This design comes from an exercise in tuning for small area on the open sky130 flow, not from production work.
Function was checked by simulation only, so behaviour that the tests miss may differ from the original.

==> flow/design.v (outline; a module is shown in full before it is edited, if it fits) <==
// module algorithm_core: 1087 lines
// module algorithm_top: 21 lines
module algorithm_top (
  input  logic            clk,
  input  logic            rst_n,
  input  logic            s_axis_valid,
  output logic            s_axis_ready,
  input  logic signed [DATA_WIDTH*2-1:0] s_axis_data,  
  output logic            m_axis_valid,
  input  logic            m_axis_ready,
  output logic signed [OUTPUT_WIDTH*2-1:0] m_axis_data
);
  // ...
==> flow/flow/run.sh <==
#!/bin/bash
# Own layout flow: the standard ORFS flow (standard.sh) with a few make settings changed:
#  - SYNTH_ARGS=-noabc: skip the quick ABC pass inside Yosys's synth so that the full-adder
#    extraction sees the adder logic as written (registers are unaffected)
#  - port buffers are buf_1 instead of the default choice
#  - clock tree synthesis without dummy loads, larger sink clusters
set -o pipefail
bash standard.sh \
  SYNTH_ARGS=-noabc \
  BUFFER_PORTS_ARGS="-buffer_cell sky130_fd_sc_hd__buf_1" \
  CTS_ARGS="-sink_clustering_enable -repair_clock_nets -dont_use_dummy_load -sink_clustering_size 25 -sink_clustering_max_diameter 80 -buf_list sky130_fd_sc_hd__clkbuf_16" \
  finish > standard_flow.log 2>&1
==> flow/standard.sh <==
#!/bin/bash
# synth_recipe.tcl (not shown) runs the flow's synth.tcl, then flattens the netlist and writes it again
# the make line also repeats each setting of config.mk as NAME=value (left out here)
make -C /OpenROAD-flow-scripts/flow DESIGN_CONFIG=/design/flow/config.mk WORK_HOME=/design/flow/orfs CLKGATE_MAP_FILE= SYNTH_SCRIPT=/design/flow/synth_recipe.tcl "${@:-finish}"
==> flow/config.mk <==
export PLATFORM = sky130hd
export DESIGN_NAME = algorithm_top
export DESIGN_NICKNAME = algorithm_top
export VERILOG_FILES = /design/flow/design.v
export SDC_FILE = /design/flow/constraint.sdc
export NUM_CORES = 4
export LEC_CHECK = 0
export CAP_MARGIN = 20
export CORE_MARGIN = 2
export CORE_UTILIZATION = 40
export SLEW_MARGIN = 20
==> flow/constraint.sdc <==
create_clock -name core_clock -period 11.0 [get_ports {clk}]
set_input_delay 2.2000 -clock core_clock [delete_from_list [all_inputs] [get_ports {clk}]]
set_output_delay 2.2000 -clock core_clock [all_outputs]
set_load 0.01 [all_outputs]
==> impl_metrics.ini, run 1 <==
[sta]
finalMaxSlewViolations = 0
clock_skew_ns = 0.01534
holdWs_ns = 0.4908
setup_violations = 0
tns_ns = 0

[floorplanning]
taps = 882

[critical_path]
crit_end = m_axis_data[21]
worst-path-buf-inv = 7
critPathLaunch = core_i.rd_ptr[0]
crit_slowest_cell = fa_1
r2r_start = core_i.rd_ptr[3]
worstReg2RegEnd = core_i.mem[15][17]

[clocking]
root_buffer = clkbuf_16
cts-resized-gates = 23
h-tree-depth = 1

[run_status]
status = no timing/DRC/antenna violations

[cells_and_area]
fillerInstances = 6043
design_area_um2 = 30980
seq_share_pct = 50.45

[synth]
yosys.cell_types.count = 70
ys_seq_elements = 522
postSynthAreaPerCell_um2 = 14.03
yosysTopAreaCell = edfxtp_1
synthXorXnorAreaFrac_pct = 0.9543
ys_seq_area_share_pct = 56.75

[drt]
via_per_inst = 6.006
vias = 17950

[grt]
met3_usage_pct = 2.089
grt_overflow = 0

[hold_path]
worstHoldPathCells = 1
min_to = core_i.rd_ptr[4]
min-delay-start = core_i.rd_ptr[4]
==> run 2, diff against run 1 <==
--- a/flow/flow/run.sh
+++ b/flow/flow/run.sh
@@ -8,5 +8,5 @@
 bash standard.sh \
   SYNTH_ARGS=-noabc \
   BUFFER_PORTS_ARGS="-buffer_cell sky130_fd_sc_hd__buf_1" \
-  CTS_ARGS="-sink_clustering_enable -repair_clock_nets -dont_use_dummy_load -sink_clustering_size 25 -sink_clustering_max_diameter 80 -buf_list sky130_fd_sc_hd__clkbuf_16" \
+  CTS_ARGS="-sink_clustering_enable -repair_clock_nets -dont_use_dummy_load -sink_clustering_size 18 -sink_clustering_max_diameter 60 -buf_list sky130_fd_sc_hd__clkbuf_16" \
   finish > standard_flow.log 2>&1
==> impl_metrics.ini, run 2 <==
[run_status]
status = no timing/DRC/antenna violations

[grt]
grt_overflow = 0
grt_pass1_wl_um = 122300
grt_pass1_vias = 18070
antenna_found_initial = 3
track_usage_pct = 23.59
grt_max_degree = 71

[critical_path]
worstReg2RegEnd = core_i.mem[6][29]
arrival_ns = 8.54
rr_worst_depth = 8
required_ns = 8.80
end_kind = output port
worstSetupPathType = register to output port
path_max_fanout = 70
r2r_slack_ns = 7.86
r2r_start = core_i.rd_ptr[3]
startpoint_type = register

[cells_and_area]
nets = 2416
post-route-util_pct = 45.50
design_area_um2 = 31100
fillerInstances = 6008
finalNonFillerCells = 2984
layout_commonest_cell = edfxtp_1
areaGrowthSynthToFinish_pct = 12.94
final_cell_mix = 512 x edfxtp_1, 190 x fa_1, 177 x nor2_1, 136 x buf_4, 114 x a22oi_1
drive_gt1_share_pct = 14.86
largest_reg_flops = 512

[floorplanning]
io_pins = 74
die_h_um = 266.4
die_area_um2 = 70950
rows = 96
fp.dieW_um = 266.4
initial_utilization_pct = 40.28
coreArea_um2 = 68350

[clocking]
cts_buffers = 35
root_buffer = clkbuf_16
cts_tree = built
h-tree-depth = 2
postCtsHoldBufs = 0
clockBufferDepth = 3
clk-insertion-delay-late_ns = 0.54
cts.sinks = 522
clk_pin_slew_ns = 0.08

[placed_design]
dp_hpwl_um = 53330
routabilityCongestion = 0.9332
io_buffers = 73
placed_cell_area_um2 = 29590
dp_slack_ns = 0.01527
dp.cells = 2914

[synth]
yosys.cell_count.top_type = edfxtp_1
syn_area_um2 = 27530
synth.top_cells.by_area = edfxtp_1 56%, fa_1 14%, ha_1 3.9%
yosysTopAreaCellShare_pct = 55.84
ys_seq_elements = 522
synth_edf_count = 512
synth_fp_nets = 2278
ys_seq_area_share_pct = 56.75
yosys.cell_types.count = 70
syn-instance-count = 1963
yosysTopAreaCell = edfxtp_1
synth-main-ff-cell = edfxtp_1
synth_common_cells = 512 x edfxtp_1, 195 x nor2_1, 193 x fa_1, 115 x a22oi_1, 100 x nand2_1
yosys_warnings = 1
postSynthAreaPerCell_um2 = 14.03
async_flop_share_pct = 1.916

[drt]
wl_per_cell_um = 28.34
drc_errors = 0
via_per_inst = 6.067
vias = 18100
first_pass_iters = 5
ant_nets = 0
routed_wl_um = 84560
drt_iter0_markers = 1965

[sta]
finalMaxSlewViolations = 0
fmax_ghz = 0.09308
tightest_slew_ns = 0.8777
min_period_ns = 10.74
hold_violations = 0
setup_violations = 0
clock_skew_ns = 0.02813
holdWs_ns = 0.4887
relSlewSlack_pct = 41.48
finalCritPeriodShare_pct = 97.67
fin_ws_ns = 0.2561
tns_ns = 0

[hold_path]
min_to = core_i.rd_ptr[4]
min-delay-start = core_i.rd_ptr[4]
min_path_type = register to register
worstHoldPathCells = 1

[flow_run]
cap_violations = 0
-- run 2: cell count changes in the layout (fill, tap and decap cells not counted), sizes merged --
cell | previous run | this run
buf | 240 | 221
clkbuf | 29 | 42
diode | 2 | 3
-- run 2: final cells by class --
type / instances / area [um2] / area share (%)
timing repair buffer: 228 / 1655 / 5.323
multi-input combinational: 1269 / 11650 / 37.48
clock buffer: 35 / 875.8 / 2.817
inverter: 45 / 168.9 / 0.5432
sequential: 522 / 15630 / 50.26
tap: 882 / 1104 / 3.549
antenna: 3 / 7.507 / 0.02414
-- run 2: logic make-up (layout without fill, tap and decap cells) --
logic type               Yosys count  count (layout)  share of synthesized area (%)
adder cells (fa/ha/maj)          302             302                          18.78
buffers and inverters            172             308                          2.658
XOR/XNOR                          30              30                         0.9543
flip-flops                       522             522                          56.75
AO/OA/AOI/OAI                    460             460                          12.40
other                              0               3                              0
multiplexers                       9               9                         0.3318
AND/OR/NAND/NOR                  468             468                          8.130
-- run 2: layer usage --
layer | global-route usage [%] | routed length [um] | vias to the layer above | share of wire, %
li1 | - | - | 7702 | -
met1 | 32.67 | 34600 | 9397 | 41
met2 | 39.44 | 41120 | 871 | 49
met3 | 2.579 | 6491 | 134 | 7.7
met4 | 6.787 | 2342 | 0 | 2.8
met5 | 0 | 0 | - | 0
-- run 2: worst max path at each step --
stage / from / end / slack [ns] / cells after the start
2_1_floorplan: core_i.rd_ptr[0] / m_axis_data[19] / 0.69 / 30
3_3_place_gp: core_i.rd_ptr[3] / m_axis_data[21] / 0.09 / 28
3_5_place_dp: core_i.rd_ptr[3] / m_axis_data[21] / 0.02 / 28
4_1_cts: core_i.rd_ptr[0] / m_axis_data[11] / -0.02 / 33
5_1_grt: core_i.rd_ptr[1] / m_axis_data[15] / -0.02 / 30
6_report: core_i.rd_ptr[0] / m_axis_data[5] / 0.26 / 27
-- run 2: timing repair --
item / in CTS / in global routing
buffers inserted: 8 / 22
gates cloned: 0 / 2
gates resized for setup: 20 / 63
pin swaps: 6 / 39
endpoints found under the setup margin: 35 / 35
-- run 2: critical path, stage by stage, from the launching register on --
cell and delay [ns]:
dfrtp_2 0.44, inv_1 0.16, ha_4 0.19, buf_4 0.52, buf_4 0.77, nor2_1 0.31, nand2b_1 0.25, fa_1 0.45
inv_1 0.09, fa_1 0.46, fa_1 0.52, fa_1 0.50, ha_1 0.32, a21o_1 0.16, a21oi_1 0.24, o22ai_1 0.25
nor3b_4 0.24, o21ai_2 0.08, a211o_1 0.28, a21o_1 0.21, a21oi_4 0.16, o21ai_2 0.08, fa_2 0.59, buf_4 0.16
nor2_1 0.04, buf_4 0.16, nor2_1 0.10, buf_1 0.16
==> run 3, diff against run 2 <==
==> flow/flow/run.sh (replaced) <==
#!/bin/bash
# Own layout flow: the standard ORFS flow (standard.sh) with a few make settings changed:
#  - SYNTH_ARGS=-noabc: skip the quick ABC pass inside Yosys's synth so that the full-adder
#    extraction sees the adder logic as written (registers are unaffected)
#  - port buffers are buf_1 instead of the default choice
#  - clock tree synthesis without dummy loads, with larger sink clusters of clkbuf_16
set -o pipefail
bash standard.sh \
  SYNTH_ARGS=-noabc \
  BUFFER_PORTS_ARGS="-buffer_cell sky130_fd_sc_hd__buf_1" \
  CTS_ARGS="-sink_clustering_enable -repair_clock_nets -dont_use_dummy_load -sink_clustering_size 25 -sink_clustering_max_diameter 80 -buf_list sky130_fd_sc_hd__clkbuf_16" \
   finish > standard_flow.log 2>&1
--- a/flow/config.mk
+++ b/flow/config.mk
@@ -7,5 +7,5 @@
 export LEC_CHECK = 0
 export CAP_MARGIN = 20
 export CORE_MARGIN = 2
-export CORE_UTILIZATION = 40
+export CORE_UTILIZATION = 65
 export SLEW_MARGIN = 20
==> impl_metrics.ini, run 3 <==
[synth]
yosys.cell_types.count = 70
yosys_warnings = 1
yosys.cell_count.top_type = edfxtp_1
synth_edf_count = 512
synth.top_cells.by_area = edfxtp_1 56%, fa_1 14%, ha_1 3.9%
syn_area_um2 = 27530
synth-main-ff-cell = edfxtp_1
yosysTopAreaCellShare_pct = 55.84
ys_seq_area_share_pct = 56.75
yosysTopAreaCell = edfxtp_1
synth_common_cells = 512 x edfxtp_1, 195 x nor2_1, 193 x fa_1, 115 x a22oi_1, 100 x nand2_1
async_flop_share_pct = 1.916
syn-instance-count = 1963
synth_fp_nets = 2278
ys_seq_elements = 522
postSynthAreaPerCell_um2 = 14.03

[sta]
min_period_ns = 10.78
clock_skew_ns = 0.01746
fmax_ghz = 0.09276
finalCritPeriodShare_pct = 98.01
holdWs_ns = 0.4924
tns_ns = 0
setup_violations = 0
tightest_slew_ns = 0.9570
hold_violations = 0
finalMaxSlewViolations = 0
rsz0062_at_grt = true
relSlewSlack_pct = 35.85

[clocking]
h-tree-depth = 1
cts_buffers = 24
clockBufferDepth = 3
cts_tree = built
cts.sinks = 522
root_buffer = clkbuf_16
clk-insertion-delay-late_ns = 0.55
clk_pin_slew_ns = 0.09

[critical_path]
end_kind = output port
crit_top_cell = buf_4
slowest_delay_ns = 0.63
arrival_ns = 8.58
crit_slowest_cell = fa_2
worst-path-buf-inv = 6
cp_top_family = adder cells
path_max_fanout = 8
worstSetupPathType = register to output port
required_ns = 8.80
startpoint_type = register

[floorplanning]
io_pins = 74
coreArea_um2 = 41850
initial_utilization_pct = 65.78
die_area_um2 = 44020
rows = 75
fp.dieW_um = 209.8
die_h_um = 209.8

[drt]
drt_iter0_markers = 2106
ant_nets = 0
wl_per_cell_um = 30.89
drc_errors = 0
first_pass_iters = 6
vias = 18310
via_per_inst = 6.985
routed_wl_um = 80950

[cells_and_area]
design_area_um2 = 30320
layout_commonest_cell = edfxtp_1
drive_gt1_share_pct = 14.62
nets = 2397
areaGrowthSynthToFinish_pct = 10.13
largest_reg_flops = 512
final_cell_mix = 512 x edfxtp_1, 188 x fa_1, 176 x nor2_1, 126 x buf_4, 114 x a22oi_1

[run_status]
status = no timing/DRC/antenna violations

[placed_design]
dp_hpwl_um = 51220
routabilityCongestion = 0.9564
io_buffers = 73
placed_cell_area_um2 = 29020

[hold_path]
min_path_type = register to register

[grt]
track_usage_pct = 37.00
grt_overflow = 0
grt_pass1_vias = 18230
grt_pass1_wl_um = 117600
grt_max_degree = 84
antenna_found_initial = 3

[flow_run]
cap_violations = 0
-- run 3: changes by cell type in the layout (fill, tap and decap cells not counted), moves of 4 or more --
cell and change:
a21oi_2 +4, buf_1 +4, buf_12 -7, buf_4 -10, buf_6 +8, clkbuf_16 -11, clkbuf_2 -4
-- run 3: worst reg2reg max path: cells and delay by family (launching register included) --
kind / cells / cell delay, ns
and+or+nand+nor: 5 / 1.68
DFF: 1 / 0.66
buffers and inverters: 1 / 0.60
xor gates and xnor gates: 1 / 0.19
-- run 3: layer usage --
| layer | vias up | share of wire, % | global-route usage (%) |
|---|---|---|---|
| met3 | 228 | 9.9 | 5.043 |
| met1 | 9295 | 37 | 50.34 |
| met2 | 1120 | 48 | 60.82 |
| met4 | 2 | 4.9 | 16.17 |
| li1 | 7662 | - | - |
| met5 | - | 0.014 | 0 |
-- run 3: path summary, 6_finish.rpt --
kind	start	to	slack [ns]	cells past startpoint
worst min-delay path	core_i.wr_ptr[4]	core_i.wr_ptr[4]	0.49	1
min in group asynchronous	rst_n	core_i.wr_ptr[4]	1.58	1
worst min register to register	core_i.wr_ptr[4]	core_i.wr_ptr[4]	0.49	1
worst max register to register	core_i.wr_ptr[2]	core_i.mem[2][7]	7.51	7
max in group asynchronous	rst_n	core_i.rd_ptr[2]	9.03	1
worst max-delay path	core_i.rd_ptr[1]	m_axis_data[7]	0.22	30
-- run 3: kinds of logic (layout without fill, tap and decap cells) --
kind of cell	after synthesis	count (layout)	synth area share, %
AOI/OAI and AO/OA	460	460	12.40
xor gates and xnor gates	30	30	0.9543
adders and majority gates	302	302	18.78
buffers and inverters	172	288	2.658
DFF	522	522	56.75
muxes	9	9	0.3318
other	0	2	0
and+or+nand+nor	468	469	8.130
-- run 3: through the flow --
stage	util [%]	worst slack (ns)	instances
3_5_place_dp	69.33	-0.3233	2562
4_1_cts	71.06	0.008526	2592
3_3_place_gp	69.32	-0.3417	2562
2_1_floorplan	-	0.6945	1963
5_1_grt	72.44	-0.06458	2620
6_report	72.45	0.2190	2621
-- run 3: cell type report --
cell class              count  area, um2
flip-flops and latches    522      15630
multi-input cells        1270      11710
fillers                  2779      11530
repair buffers            219       1525
well taps                 539      674.4
clock buffers              24      600.6
inverters                  45      176.4
diodes                      2      5.005
-- run 3: timing repair --
item,in CTS,in global routing
hold buffers,0,0
pin swaps,6,42
gates resized for setup,20,82
setup buffers,6,24
endpoints found under the setup margin,35,35
cloned,0,3
endpoints found under the hold margin,0,0
==> run 4, diff against run 3 <==
--- a/flow/flow/run.sh
+++ b/flow/flow/run.sh
@@ -4,9 +4,10 @@
 #    extraction sees the adder logic as written (registers are unaffected)
 #  - port buffers are buf_1 instead of the default choice
 #  - clock tree synthesis without dummy loads, with larger sink clusters of clkbuf_16
+#  - RECOVER_POWER=100: after global routing, downsize gates on paths with positive slack
 set -o pipefail
 bash standard.sh \
   SYNTH_ARGS=-noabc \
   BUFFER_PORTS_ARGS="-buffer_cell sky130_fd_sc_hd__buf_1" \
   CTS_ARGS="-sink_clustering_enable -repair_clock_nets -dont_use_dummy_load -sink_clustering_size 25 -sink_clustering_max_diameter 80 -buf_list sky130_fd_sc_hd__clkbuf_16" \
-   finish > standard_flow.log 2>&1
+  RECOVER_POWER=100 finish > standard_flow.log 2>&1
==> impl_metrics.ini, run 4 <==
[cells_and_area]
largest_reg_flops = 512
final_cell_mix = 512 x edfxtp_1, 188 x fa_1, 178 x nor2_1, 114 x a22oi_1, 109 x buf_4
design_area_um2 = 30230
layout_commonest_cell = edfxtp_1
areaGrowthSynthToFinish_pct = 9.779
nets = 2397
post-route-util_pct = 72.22
drive_gt1_share_pct = 13.51

[clocking]
cts_buffers = 24
root_buffer = clkbuf_16
cts.sinks = 522
clk_pin_slew_ns = 0.09
postCtsHoldBufs = 0
clockBufferDepth = 3
clk-insertion-delay-late_ns = 0.56
cts_tree = built
h-tree-depth = 1

[critical_path]
slowest_delay_ns = 0.65
startpoint_type = register
required_ns = 8.80
worstSetupPathType = register to output port
worstReg2RegEnd = core_i.mem[2][7]
crit_slowest_cell = fa_2
crit_top_cell = fa_1
r2r_start = core_i.rd_ptr[3]
rr_worst_depth = 8
path_max_fanout = 16
end_kind = output port
arrival_ns = 8.57
r2r_slack_ns = 5.63

[synth]
yosysTopAreaCellShare_pct = 55.84
synth_fp_nets = 2278
synth_common_cells = 512 x edfxtp_1, 195 x nor2_1, 193 x fa_1, 115 x a22oi_1, 100 x nand2_1
ys_seq_area_share_pct = 56.75
async_flop_share_pct = 1.916
yosys.cell_count.top_type = edfxtp_1
synth.top_cells.by_area = edfxtp_1 56%, fa_1 14%, ha_1 3.9%
syn_area_um2 = 27530
yosys_warnings = 1
yosys.cell_types.count = 70
ys_seq_elements = 522
yosysTopAreaCell = edfxtp_1
syn-instance-count = 1963
synth-main-ff-cell = edfxtp_1
postSynthAreaPerCell_um2 = 14.03
synth_edf_count = 512

[sta]
min_period_ns = 10.77
setup_violations = 0
hold_violations = 0
fmax_ghz = 0.09287
clock_skew_ns = 0.01800
finalMaxSlewViolations = 531
finalCritPeriodShare_pct = 97.89
rsz0062_at_grt = true
holdWs_ns = 0.4921
tightest_slew_ns = 3.236
relSlewSlack_pct = -115.8
tns_ns = 0

[drt]
routed_wl_um = 81090
first_pass_iters = 5
wl_per_cell_um = 30.93
drc_errors = 0
ant_nets = 0
vias = 18200
drt_iter0_markers = 2053
via_per_inst = 6.942

[hold_path]
min_to = core_i.wr_ptr[4]
worstHoldPathCells = 1
min-delay-start = core_i.wr_ptr[4]
min_path_type = register to register

[floorplanning]
io_pins = 74
initial_utilization_pct = 65.78
fp.dieW_um = 209.8
die_h_um = 209.8
rows = 75
coreArea_um2 = 41850
die_area_um2 = 44020

[run_status]
failed_checks = capacitance limit, slew limit
status = failed layout checks

[grt]
grt_overflow = 0
track_usage_pct = 37.00
antenna_found_initial = 3
grt_pass1_vias = 18230
grt_max_degree = 84
grt_pass1_wl_um = 117600

[placed_design]
io_buffers = 73
routabilityCongestion = 0.9564
dp_hpwl_um = 51220
placed_cell_area_um2 = 29020

[flow_run]
cap_violations = 18
## run 4: changes by cell type in the layout (fill, tap and decap cells not counted), sizes merged
cell    previous run  this run
diode              2         3
clkbuf            27        77
buf              216       166
## run 4: how the worst max path moves through the flow
stage,endpoint,slack [ns],startpoint
floorplan,m_axis_data[19],0.69,core_i.rd_ptr[0]
global placement,m_axis_data[21],-0.34,core_i.rd_ptr[0]
detailed placement,m_axis_data[28],-0.32,core_i.rd_ptr[0]
CTS,m_axis_data[16],0.009,core_i.rd_ptr[1]
global route,m_axis_data[28],-0.06,core_i.rd_ptr[1]
finish,m_axis_data[29],0.23,core_i.rd_ptr[0]
## run 4: stage by stage
stage          instances  setup WS (ns)
6_report            2622         0.2325
5_1_grt             2620       -0.06458
4_1_cts             2592       0.008526
3_5_place_dp        2562        -0.3233
3_3_place_gp        2562        -0.3417
2_1_floorplan       1963         0.6945
## run 4: worst max-delay path: cells and delay by family, from the launching register on
family                   cells  cell delay [ns]
flip-flops                   1             0.45
buffers and inverters        6             1.11
AO/OA/AOI/OAI                9             1.80
adder cells (fa/ha/maj)      8             3.57
AND/OR/NAND/NOR              5             1.05
## run 4: logic make-up (layout without fill, tap and decap cells)
family                     Yosys count  after routing  synth area share [%]
xor gates and xnor gates            30             30                0.9543
adders and majority gates          302            302                 18.78
DFF                                522            522                 56.75
AOI/OAI and AO/OA                  460            460                 12.40
muxes                                9              9                0.3318
buffers and inverters              172            288                 2.658
and+or+nand+nor                    468            469                 8.130
other                                0              3                     0
## run 4: routing by layer
layer / GRT usage, % / wire length, um / vias up
met5: 0 / 11 / -
met4: 16.17 / 4016 / 2
met3: 5.043 / 8603 / 222
met2: 60.82 / 39180 / 1191
met1: 50.34 / 29270 / 9127
li1: - / - / 7660
## run 4: cell type report
class	count	area, um2
inverter	45	176.4
tap	539	674.4
timing repair buffer	219	1461
sequential	522	15630
multi-input combinational	1270	11670
fill	2803	11630
antenna	3	7.507
clock buffer	24	600.6
## run 4: repair_timing
action	in CTS	in global routing
buffers inserted	6	24
pin swaps	6	42
gates resized for setup	20	82
cloned	0	3
setup endpoints to repair	35	35
==> run 5, diff against run 4 <==
--- a/flow/config.mk
+++ b/flow/config.mk
@@ -7,5 +7,5 @@
 export LEC_CHECK = 0
 export CAP_MARGIN = 20
 export CORE_MARGIN = 2
-export CORE_UTILIZATION = 65
+export CORE_UTILIZATION = 40
 export SLEW_MARGIN = 20
==> impl_metrics.ini, run 5 <==
[clocking]
clk-insertion-delay-late_ns = 0.57
clockBufferDepth = 3
cts.sinks = 522
cts_tree = built
cts_buffers = 24
root_buffer = clkbuf_16
postCtsHoldBufs = 0
clk_pin_slew_ns = 0.10
h-tree-depth = 1

[run_status]
status = failed layout checks
failed_checks = capacitance limit, slew limit

[synth]
yosysTopAreaCellShare_pct = 55.84
syn-instance-count = 1963
ys_seq_elements = 522
postSynthAreaPerCell_um2 = 14.03
synth_edf_count = 512
async_flop_share_pct = 1.916
syn_area_um2 = 27530
synth_common_cells = 512 x edfxtp_1, 195 x nor2_1, 193 x fa_1, 115 x a22oi_1, 100 x nand2_1
synth-main-ff-cell = edfxtp_1
ys_seq_area_share_pct = 56.75
yosys.cell_types.count = 70
synth.top_cells.by_area = edfxtp_1 56%, fa_1 14%, ha_1 3.9%
synth_fp_nets = 2278
yosysTopAreaCell = edfxtp_1
yosys_warnings = 1
yosys.cell_count.top_type = edfxtp_1

[floorplanning]
fp.dieW_um = 266.4
die_area_um2 = 70950
rows = 96
coreArea_um2 = 68350
die_h_um = 266.4
io_pins = 74
initial_utilization_pct = 40.28

[cells_and_area]
largest_reg_flops = 512
fillerInstances = 6075
final_cell_mix = 512 x edfxtp_1, 189 x fa_1, 184 x nor2_1, 132 x buf_4, 114 x a22oi_1
multiInputGateArea_um2 = 11620
nets = 2422
areaGrowthSynthToFinish_pct = 12.06
register_area_um2 = 15630
layout_commonest_cell = edfxtp_1
design_area_um2 = 30850
drive_gt1_share_pct = 14.20

[drt]
wl_per_cell_um = 28.14
vias = 17900
routed_wl_um = 84120
via_per_inst = 5.988
drc_errors = 0
ant_nets = 0
drt_iter0_markers = 2082
first_pass_iters = 5

[sta]
hold_violations = 0
holdWs_ns = 0.4911
fin_ws_ns = 0.2636
min_period_ns = 10.74
fmax_ghz = 0.09314
finalMaxSlewViolations = 506
clock_skew_ns = 0.01939
relSlewSlack_pct = -109.8
setup_violations = 0
finalCritPeriodShare_pct = 97.60
tightest_slew_ns = 3.148

[critical_path]
path_max_fanout = 20
arrival_ns = 8.54
crit_top_cell = fa_1
worstSetupPathType = register to output port
required_ns = 8.80
r2r_slack_ns = 5.84
rr_worst_depth = 8
r2r_start = core_i.rd_ptr[3]
end_kind = output port
startpoint_type = register
worstReg2RegEnd = core_i.mem[15][17]
crit_slowest_cell = fa_1
slowest_delay_ns = 0.54

[grt]
grt_max_degree = 71
antenna_found_initial = 2
grt_overflow = 0
grt_pass1_vias = 17870
track_usage_pct = 23.42
grt_pass1_wl_um = 121800

[flow_run]
cap_violations = 16

[placed_design]
io_buffers = 73
routabilityCongestion = 0.9332
dp_hpwl_um = 53330
dp_slack_ns = 0.01527
placed_cell_area_um2 = 29590

[hold_path]
min_to = core_i.rd_ptr[4]
min_path_type = register to register
worstHoldPathCells = 1
min-delay-start = core_i.rd_ptr[4]
run 5: worst max-delay path: cells and delay by family (launching register included):
family / cells / cell delay, ns
AND/OR/NAND/NOR: 6 / 1.13
adder cells (fa/ha/maj): 8 / 3.55
AO/OA/AOI/OAI: 9 / 1.67
flip-flops: 1 / 0.46
buffers and inverters: 7 / 1.16
run 5: cells by family after synthesis:
kind of cell	synth area share [%]
xor+xnor	0.9543
flops	56.75
simple gates	8.130
fa+ha+maj	18.78
compound gates	12.40
mux	0.3318
buf+inv	2.658
run 5: cell type report:
class | instances | share of cell area, %
tap | 882 | 3.577
multi-input combinational | 1269 | 37.66
timing repair buffer | 245 | 5.588
inverter | 45 | 0.5475
clock buffer | 24 | 1.947
sequential | 522 | 50.66
antenna | 2 | 0.01622
run 5: worst max path at each step:
stage,startpoint,end,cells after the start
5_1_grt,core_i.rd_ptr[0],m_axis_data[21],31
6_report,core_i.rd_ptr[0],m_axis_data[21],30
4_1_cts,core_i.rd_ptr[0],m_axis_data[25],30
2_1_floorplan,core_i.rd_ptr[0],m_axis_data[19],30
3_5_place_dp,core_i.rd_ptr[3],m_axis_data[21],28
3_3_place_gp,core_i.rd_ptr[3],m_axis_data[21],28
run 5: metrics by stage:
step | TNS [ns] | utilization (%) | instances
after global routing | -0.1384 | 45.14 | 2989
after detailed placement | 0 | 43.29 | 2914
after global placement | 0 | 43.29 | 2914
final | 0 | 45.14 | 2989
after CTS | 0 | 44.40 | 2947
after floorplan | 0 | - | 1963
run 5: routing by layer:
metal | share of wire, % | track usage, % | vias to the layer above
met1 | 41 | 32.84 | 9277
met3 | 7.3 | 2.089 | 104
met2 | 49 | 39.47 | 809
li1 | - | - | 7707
met4 | 2.3 | 5.815 | 0
met5 | 0 | 0 | -
run 5: repair_timing:
item / in CTS / in global routing
cloned: 0 / 2
endpoints found under the hold margin: 0 / 0
pin swaps: 7 / 47
setup endpoints to repair: 35 / 35
gates resized for setup: 23 / 70
setup buffers: 9 / 38

[port drivers added, routing unchanged]
How much do the figures lean on ideal ports? The routed layouts below were timed once more, with nothing changed but the port constraints. Step 1 assumes that a clkbuf_16 drives the clock port and a buf_2 every other input. Step 2 also shifts input and output timing later by t, the mid clock arrival at the registers, as if the neighbouring blocks saw the same clock. a / b / c = ideal ports / drivers / drivers and shift; a / b = the first two.
| run | t, ns | setup slack, ns | worst setup path after step 2 | pins driven straight from the clock port |
|---|---|---|---|---|
| run 1 | 0.613 | 0.276 / 0.223 / 0.835 | register to output | 1 |
| run 2 | 0.580 | 0.256 / 0.202 / 0.782 | register to output | 1 |
| run 3 | 0.601 | 0.219 / 0.168 / 0.769 | register to output | 1 |
| run 4 | 0.602 | 0.233 / 0.180 / 0.782 | register to output | 1 |
| run 5 | 0.611 | 0.264 / 0.211 / 0.822 | register to output | 1 |
